Background: an optimization exercise with open tools, aiming at small area and a short achievable clock period. Do not read the settings as production practice.
No functional check of the RTL was part of any run shown here.

==> flow/design.v, too long to show whole: its modules and the start of the top module <==
// module fft_complex_compute: 3812 lines
// module cbfly_fa: 4 lines
// module cbfly_ha: 4 lines
module fft_complex_compute #(
  parameter DATA_WIDTH = 32
) (
  input  logic clk,
  input  logic [DATA_WIDTH-1:0] x_N,
  input  logic [DATA_WIDTH-1:0] x_M,
  input  logic [DATA_WIDTH-1:0] w_N,
  output logic [DATA_WIDTH-1:0] y_N,
  output logic [DATA_WIDTH-1:0] y_M
);
  // ...
==> flow/flow/run.sh <==
#!/bin/bash
# The standard layout (the standard.sh: ORFS synthesis through finish,
# unchanged), except that the port buffers that global placement inserts on
# every input and output are the platform's smallest buffer (buf_1) rather
# than the one buffer_ports picks by default.  Timing repair still resizes
# them where a path needs it.  The tools' output goes to standard.log.
set -euo pipefail
export BUFFER_PORTS_ARGS="-buffer_cell sky130_fd_sc_hd__buf_1"
bash standard.sh > standard.log 2>&1
==> flow/standard.sh <==
#!/bin/bash
# synth_recipe.tcl (not shown) runs the flow's synth.tcl, then flattens the netlist and writes it again
# the make line also repeats each setting of config.mk as NAME=value (left out here)
make -C /OpenROAD-flow-scripts/flow DESIGN_CONFIG=/design/flow/config.mk WORK_HOME=/design/flow/orfs CLKGATE_MAP_FILE= SYNTH_SCRIPT=/design/flow/synth_recipe.tcl "${@:-finish}"
==> flow/config.mk <==
export PLATFORM = sky130hd
export DESIGN_NAME = fft_complex_compute
export DESIGN_NICKNAME = fft_complex_compute
export VERILOG_FILES = /design/flow/design.v
export SDC_FILE = /design/flow/constraint.sdc
export NUM_CORES = 4
export LEC_CHECK = 0
export ABC_AREA = 1
export CAP_MARGIN = 20
export CORE_MARGIN = 2
export CORE_UTILIZATION = 40
export CTS_CLUSTER_DIAMETER = 120
export CTS_CLUSTER_SIZE = 20
export SETUP_SLACK_MARGIN = 4.5
export SLEW_MARGIN = 20
export SYNTH_HIERARCHICAL = 1
export SYNTH_MINIMUM_KEEP_SIZE = 0
==> flow/constraint.sdc <==
create_clock -name core_clock -period 8.0 [get_ports {clk}]
set_input_delay 1.6000 -clock core_clock [delete_from_list [all_inputs] [get_ports {clk}]]
set_output_delay 1.6000 -clock core_clock [all_outputs]
set_load 0.01 [all_outputs]
==> results.py, run 1 <==
metrics = {
    "status": {
        "status": "finished clean",
    },
    "job": {
        "maxCapViolations": 0,
    },
    "yosys": {
        "synth_edf_count": 0,
        "synth_top_family_by_area": "adder cells",
        "ys.flop_type": "dfxtp_1",
        "yosys_warnings": 7,
        "netlist_area_um2": 30900,
        "syn_avg_cell_area_um2": 9.952,
        "synth_most_common_cell": "xor2_1",
        "synthAdderAreaFrac_pct": 34.58,
    },
    "setup_path": {
        "start_kind": "flop",
        "cpPeakStageDelay_ns": 0.62,
        "endpoint": "qi_l1g0",
        "worst_path_most_repeated_cell": "fa_2",
        "worstSetupPathType": "flop to flop",
        "crit_required_ns": 8.52,
    },
    "routing": {
        "wirelength_um": 97760,
        "ant_nets": 0,
        "drt_iter0_drc": 2218,
    },
    "clock_network": {
        "cts.sinks": 342,
        "htree_levels": 1,
        "clockBufferDepth": 3,
        "root_buffer": "clkbuf_16",
    },
    "cells_and_area": {
        "final_cell_area_um2": 33790,
        "final_common_cell": "xor2_1",
        "clock_cell_area_share_pct": 2.022,
        "buffers": 277,
        "seq_area_share_pct": 20.47,
    },
    "timing": {
        "hold_viol": 0,
        "rsz0062_at_grt": "yes",
        "tns_ns": 0,
        "finalSetupViolations": 0,
    },
    "grt": {
        "use_met2_pct": 37.81,
        "busiest_layer": "met2",
        "gr-total-overflow": 0,
    },
    "floorplanning": {
        "dieWidth_um": 281.9,
    },
    "placement": {
        "dpl_worst_slack_ns": 4.069,
        "dpl.hpwl_um": 65870,
        "dpl_cell_area_um2": 31790,
    },
    "min_path": {
        "hold_start": "ai[9]",
        "hold_path_end": "ai2[9]",
    },
}
==> inputs of run 2 (changes only) <==
--- a/flow/config.mk
+++ b/flow/config.mk
@@ -11,4 +11,2 @@
 export CORE_UTILIZATION = 40
-export CTS_CLUSTER_DIAMETER = 120
-export CTS_CLUSTER_SIZE = 20
 export SETUP_SLACK_MARGIN = 4.5
==> results.py, run 2 <==
metrics = {
    "yosys": {
        "netlist_area_um2": 30900,
        "synth_top_area_share_pct": 29.80,
        "ys.flop_type": "dfxtp_1",
        "synth_cell_type_count": 30,
        "synth_most_common_cell": "xor2_1",
        "synthTopCellsByArea": "fa_1, dfxtp_1, xor2_1, o22ai_1, ha_1",
        "async_flop_share_pct": 0,
        "synth_seq_area_share_pct": 22.16,
        "syn_avg_cell_area_um2": 9.952,
        "synthCells": 3105,
        "netlist_top_cells_count": "xor2_1, fa_1, o22ai_1",
        "syn_nets": 3780,
        "yosys_warnings": 7,
        "synth_top_cell_by_area": "fa_1",
        "synth_seq_cells": 342,
        "synth_edf_count": 0,
    },
    "cells_and_area": {
        "final_cell_mix": "xor2_1, fa_1, o22ai_1",
        "nets": 3856,
        "num_antenna_cells": 0,
        "syn_to_final_growth_pct": 11.59,
        "final_cell_area_um2": 34480,
        "final_common_cell": "xor2_1",
        "drive_above_1_share_pct": 11.05,
    },
    "routing": {
        "wire_per_inst_um": 22.98,
        "ant_nets": 0,
        "firstDrtPassIters": 8,
        "vias_per_cell": 5.600,
        "drc": 0,
        "drt_iter0_drc": 2473,
        "wirelength_um": 97530,
        "num_vias": 23760,
    },
    "min_path": {
        "hold_path_end": "ai2[8]",
        "whs_path_depth": 0,
        "hold_start": "ai[8]",
        "hp-class": "flop to flop",
    },
    "timing": {
        "finalCritPeriodShare_pct": 43.29,
        "max_freq_mhz": 288.7,
        "drv_slew": 0,
        "period_minus_slack_ns": 3.463,
        "worstMarginPinSlew_ns": 0.9739,
        "slew_headroom_pct": 34.39,
        "rsz0062_at_grt": "yes",
        "fin_skew_ns": 0.03754,
        "hold_viol": 0,
        "finalSetupViolations": 0,
        "tns_ns": 0,
    },
    "setup_path": {
        "crit_arrival_ns": 3.93,
        "critPathBufInv": 2,
        "worst_path_most_repeated_cell": "fa_1",
        "cpPeakStageDelay_ns": 0.55,
        "r2r_end": "qr_h2_2",
        "crit_path_top_delay_cell": "fa_1",
        "cp_max_fo": 20,
        "end_kind": "flop",
        "crit_chain": "buf_4 > inv_2 > xor2_1 > fa_1 > fa_1 > fa_1 > fa_1",
        "worstSetupPathType": "flop to flop",
        "start_kind": "flop",
        "crit_required_ns": 8.47,
        "r2r_cells": 7,
        "r2r-start": "bi_neg[5]",
        "cpLargestDelayFamily": "adder cells",
        "ff2ff_setup_slack_ns": 4.54,
    },
    "placement": {
        "io_buffer_count": 160,
        "dpl.hpwl_um": 65870,
        "dpl_cell_area_um2": 31790,
        "place.gp.congestion": 0.9431,
    },
    "floorplanning": {
        "io_pins": 161,
        "start_util_pct": 40.55,
        "coreArea_um2": 76200,
        "dieArea_um2": 79490,
        "row_count": 101,
        "dieWidth_um": 281.9,
        "die_h_um": 281.9,
    },
    "clock_network": {
        "numCtsBuffers": 44,
        "htree_levels": 2,
        "cts.sinks": 342,
        "root_buffer": "clkbuf_16",
        "cts_tree": "built",
        "clockBufferDepth": 3,
        "clock_latency_ns": 0.61,
        "clk_pin_slew_worst_paths_ns": 0.06,
    },
    "grt": {
        "grt_pass1_vias": 24300,
        "grtUsageTotal_pct": 24.29,
        "grt_antenna_before_repair": 1,
        "gr-total-overflow": 0,
        "grt_max_degree": 34,
        "grt_pass1_wl_um": 145800,
    },
    "job": {
        "maxCapViolations": 0,
    },
    "status": {
        "status": "finished clean",
    },
}
[run 2: cell count changes in the layout (fill, tap and decap cells not counted), moves of 3 or more]
cell and delta:
clkinv_2 +5, clkbuf_16 +21, buf_4 -3, inv_4 -4, o22ai_1 +6, buf_6 +7
clkinvlp_4 +5, clkbuf_1 +5, inv_6 +3, buf_12 -4, inv_2 +4, bufinv_16 +6
o22ai_2 -6
[run 2: repair_timing]
| action | CTS | global route |
|---|---|---|
| hold buffers | 0 | 0 |
| cloned | 2 | 4 |
| setup buffers | 21 | 15 |
| endpoints found under the setup margin | 79 | 54 |
| pin swaps | 1 | 12 |
| resized for setup | 85 | 137 |
| hold endpoints to repair | 0 | 0 |
[run 2: kinds of logic after synthesis]
group | count (synthesis) | share of synthesized area, %
AOI/OAI and AO/OA | 586 | 12.29
adders and majority gates | 578 | 34.58
xor gates and xnor gates | 551 | 15.62
buffers and inverters | 526 | 8.455
and+or+nand+nor | 508 | 6.386
DFF | 342 | 22.16
muxes | 14 | 0.5102
[run 2: layout make-up]
cell class | count | area [um^2]
clock buffers | 53 | 1197
clock inverters | 25 | 349.1
fillers | 7220 | 41720
inverters | 281 | 1130
multi-input cells | 2237 | 21710
flip-flops and latches | 342 | 6909
well taps | 1030 | 1289
repair buffers | 273 | 1884
repair inverters | 2 | 15.01
[run 2: worst max-delay path by stage]
stage	start	depth (start not counted)	to	slack [ns]
after CTS	bi_one[2]	10	qr_h0_3	4.46
after detailed placement	bi_neg[3]	7	qr_h0_3	4.07
after floorplan	qr_h4_0	12	ymr[9]	4.71
final	bi_neg[5]	7	qr_h2_2	4.54
after global placement	bi_neg[3]	7	qr_h0_3	4.05
after global routing	br_two[3]	11	qi_l1g1	4.43
[run 2: per-module statistics from Yosys, one instance, submodules excluded]
module               cell area [um^2]  flip-flops and latches
fft_complex_compute             21330                     342
cbfly_fa                        20.02                       0
cbfly_ha                        12.51                       0
[run 2: stage by stage]
step	std cells	util (%)	setup WS [ns]	hold slack [ns]
after global routing	4243	45.25	4.432	0.3297
final	4243	45.25	4.537	0.3241
after global placement	4123	41.72	4.055	0.3099
after detailed placement	4123	41.72	4.069	0.3121
after floorplan	3105	-	4.711	0.3096
after CTS	4224	44.30	4.458	0.3254
[run 2: routing by layer]
layer / share of wire, % / track usage (%) / wire, um
met2: 44 / 37.93 / 43130
met1: 39 / 30.97 / 37570
met4: 5.6 / 11.58 / 5441
met5: 0.012 / 0 / 12
met3: 12 / 6.894 / 11370

## what the ideal ports hide
How much do the figures lean on ideal ports? The routed layouts below were timed once more, with nothing changed but the port constraints.
Step 1 (the two cells are an assumption about what drives the block):
set clk [get_ports {clk}]
set_driving_cell -lib_cell sky130_fd_sc_hd__clkbuf_16 $clk
set_driving_cell -lib_cell sky130_fd_sc_hd__buf_2 [delete_from_list [all_inputs] $clk]
Step 2 times the ports against the registers' clock, not the clock port: input delays grow and output delays shrink by t, the midpoint of the rising clock arrivals with the driver on.
Slacks: no drivers / after step 1 / after step 2; pairs: no drivers / after step 1.
run | t, ns | setup slack, ns | hold WS [ns] | worst setup path after step 2 | slew at the worst register clock pin (ns)
run 1 | 0.637 | 4.492 / 4.492 / 4.492 | 0.329 / 0.329 / 0.329 | register to register | 0.10 / 0.10
run 2 | 0.658 | 4.537 / 4.537 / 4.537 | 0.324 / 0.324 / 0.324 | register to register | 0.07 / 0.07
After both steps setup and hold are still met in every run listed.
